What follows belongs to an exercise in optimizing a design on an open flow for small area; a production flow would make more cautious choices.
In this exercise RTL edits were held to simulation tests only and were not proved equivalent to the original.
Power figures rest on the tool's default switching activity, not on a simulated workload.

Design gaussian_noise, start of the top module:
module gaussian_noise (Y, select, clk, Y_hat, noise_debug, reset, state);
==> flow/config.mk <==
export PLATFORM = sky130hd
export DESIGN_NAME = gaussian_noise
export DESIGN_NICKNAME = gaussian_noise
export VERILOG_FILES = /design/flow/design.v
export SDC_FILE = /design/flow/constraint.sdc
export NUM_CORES = 4
export LEC_CHECK = 0
export CAP_MARGIN = 20
export CORE_MARGIN = 2
export CORE_UTILIZATION = 40
export CTS_BUF_LIST = sky130_fd_sc_hd__clkbuf_16
export CTS_CLUSTER_DIAMETER = 100
export CTS_CLUSTER_SIZE = 27
export SLEW_MARGIN = 20
==> flow/constraint.sdc <==
create_clock -name core_clock -period 15.0 [get_ports {clk}]
set_input_delay 3.0000 -clock core_clock [delete_from_list [all_inputs] [get_ports {clk}]]
set_output_delay 3.0000 -clock core_clock [all_outputs]
set_load 0.01 [all_outputs]
standard.sh (not shown) runs the stock make flow with config.mk's settings and CLKGATE_MAP_FILE= SYNTH_SCRIPT=/design/flow/synth_recipe.tcl, a recipe that flattens the netlist after the stock synthesis.
==> flow/flow/run.sh <==
#!/bin/bash
# Standard ORFS layout, with the port buffers inserted as the smallest buffer cell.
# Each tool's full log is kept by ORFS under orfs/logs/; make's own output goes to flow_make.log.
set -euo pipefail
bash standard.sh BUFFER_PORTS_ARGS="-buffer_cell sky130_fd_sc_hd__buf_1" finish > flow_make.log 2>&1
==> next run, changes <==
- CTS_BUF_LIST: sky130_fd_sc_hd__clkbuf_16 -> sky130_fd_sc_hd__clkbuf_8
- CTS_CLUSTER_DIAMETER: 100 -> 60
- CTS_CLUSTER_SIZE: 27 -> 16
The changed run finished with timing, DRC and antenna clean.
Die area is unchanged.
Flip-flop and latch count stays the same.
Setup slack is better by 0.0049 ns.
==> next run, changes <==
- CTS_BUF_LIST: sky130_fd_sc_hd__clkbuf_8 -> sky130_fd_sc_hd__clkbuf_16
- CTS_CLUSTER_DIAMETER: 60 -> 100
- CTS_CLUSTER_SIZE: 16 -> 30
The changed run passed the timing, DRC and antenna checks; clock-buffer cell count is lower by 12; first-iteration DRC count rises by about 17%; global-route usage barely changes; routed wire length is about the same; cell count falls by 1.4%; power falls by about 5.4%; area after synthesis does not change; sequential share of layout area rose by 0.41 points; setup slack gains 0.025 ns.
==> next run, changes <==
- CORE_UTILIZATION: 40 -> 50
- CTS_CLUSTER_SIZE: 30 -> 24
Worst setup slack degrades by 0.17 ns; area after synthesis is unchanged; synthesized cell count stays the same.
==> next run, changes <==
==> flow/flow/run.sh (replaced) <==
#!/bin/bash
# Standard ORFS layout with two changes:
#  - synthesis maps with flow/abc_map.script (an area-oriented ABC mapping);
#    everything else in the
#    synthesis, including register mapping and naming, is the standard script;
#  - the port buffers are the smallest buffer cell.
# ORFS keeps each tool's full log under orfs/logs/; make's own output is in flow_make.log.
set -euo pipefail
here=$(pwd)
{
  echo "proc abc {args} { set i [lsearch \$args -script]; if {\$i >= 0} { lset args [expr {\$i+1}] $here/flow/abc_map.script }; yosys abc {*}\$args }"
  cat synth_recipe.tcl
} > my_synth.tcl
bash standard.sh SYNTH_SCRIPT=$here/my_synth.tcl BUFFER_PORTS_ARGS="-buffer_cell sky130_fd_sc_hd__buf_1" finish > flow_make.log 2>&1
==> flow/flow/abc_map.script (new file) <==
strash
dch
map -a
topo
- CORE_UTILIZATION: 50 -> 40
What happened: The changed run ran to the end with no violations. Cell area climbs by about 0.8%. Via count came out higher by about 3.4%. Count of clock-buffer cells in the layout does not change.

---

Another version of the RTL of gaussian_noise (not shown whole).
For scale: ~1000 cells after synthesis, roughly 220 flip-flops, roughly 100 I/O pins, ~13000 µm² of cells after synthesis.
clock: 15.0 ns
lec_check: 0
cap_margin: 20
core_margin: 2
core_utilization: 40
cts_buf_list: sky130_fd_sc_hd__clkbuf_16
cts_cluster_diameter: 100
cts_cluster_size: 30
slew_margin: 20
==> flow/flow/run.sh <==
#!/bin/bash
# Standard ORFS layout, with the port buffers inserted as the smallest buffer cell.
# Each tool's full log is kept by ORFS under orfs/logs/; make's own output goes to flow_make.log.
set -euo pipefail
bash standard.sh BUFFER_PORTS_ARGS="-buffer_cell sky130_fd_sc_hd__buf_1" finish > flow_make.log 2>&1
The starting point completed without violations.
==> next run, changes <==
CTS_BUF_LIST = sky130_fd_sc_hd__clkbuf_8   (was sky130_fd_sc_hd__clkbuf_16)
CTS_CLUSTER_DIAMETER = 60   (was 100)
CTS_CLUSTER_SIZE = 16   (was 30)
After rerunning: The changed run ran to the end with no violations; setup slack improves by 0.013 ns; sequential power hardly moves; cell count rose by 1.1%.

---

Setup of lane 1:
gaussian_noise, a different RTL version from the one above (not shown whole).
Size: about 1400 cells after synthesis, about 400 flip-flops, roughly 100 I/O pins.
export LEC_CHECK = 0
export CAP_MARGIN = 20
export CORE_MARGIN = 2
export CORE_UTILIZATION = 55
export CTS_BUF_LIST = sky130_fd_sc_hd__clkbuf_16
export CTS_CLUSTER_DIAMETER = 80
export CTS_CLUSTER_SIZE = 30
export SLEW_MARGIN = 20
create_clock -name core_clock -period 15.0 [get_ports {clk}]
Scripts as last shown in full above: flow/flow/run.sh
Inputs modified between lane 1 and lane 2:
Settings: CTS_CLUSTER_SIZE: 30 -> 24; CORE_UTILIZATION: 55 -> 40; CTS_CLUSTER_DIAMETER: 80 -> 100.
Results
Lane 2: no failed stages, no open violations at the end
Compared with lane 1, in lane 2 total power decreased 3.3%, via density per instance decreased about 6%, largest net degree at the start of global routing decreased about 11%, area of the die increased 13000 sq um.
Lane 2 ends up with a worst setup slack after placement that is 0.041 ns lower than in lane 1.
Area overhead of the layout relative to synthesis, lane 2 and lane 1: higher on lane 2
CTS clock-pin slew for the worst setup and hold paths | lane 2 below lane 1
Between lane 1 and lane 2, the worst slack on hold paths figures differ only marginally.
Re final routed wire length divided by cell count: lane 2 and lane 1 aren't equal, and the lower value belongs to lane 2.
The lower share of the core filled with cells in the final layout came out of lane 2.

-- port drivers added, routing unchanged --
In the flow no input, the clock included, has a driving cell. The finished layouts below were timed again as built, in two steps.
Step 1 sets driving cells, clkbuf_16 on the clock port and buf_2 on the other inputs (assumed; they add their load-dependent delay and slew).
Step 2, shift: input delay + t, output delay - t, t = (earliest + latest rising clock arrival at the registers) / 2. This alone moves slack from input paths to output paths.
a / b / c = ideal ports / drivers / drivers and shift; a / b = the first two.
run	t, ns	setup slack, ns	worst setup path after step 2	clock arrival spread, ns	worst data-port slew with drivers (ns)
the first run of note 1	0.526	4.740 / 4.713 / 4.713	input to output	0.022 / 0.023	0.04
the second run of note 1	0.562	4.745 / 4.718 / 4.718	input to output	0.034 / 0.035	0.04
the third run of note 1	0.516	4.770 / 4.743 / 4.743	input to output	0.015 / 0.015	0.04
the fourth run of note 1	0.499	4.602 / 4.578 / 4.578	input to output	0.028 / 0.028	0.03
the fifth run of note 1	0.510	3.336 / 3.313 / 3.313	input to output	0.020 / 0.019	0.03
the first run of note 2	0.528	2.322 / 2.296 / 2.296	input to output	0.031 / 0.030	0.04
the second run of note 2	0.574	2.334 / 2.308 / 2.308	input to output	0.028 / 0.028	0.04
lane 1	0.593	0.858 / 0.838 / 0.838	input to output	0.038 / 0.039	0.04
lane 2	0.587	0.770 / 0.751 / 0.751	input to output	0.019 / 0.019	0.04
After both steps setup and hold are still met in every run listed.
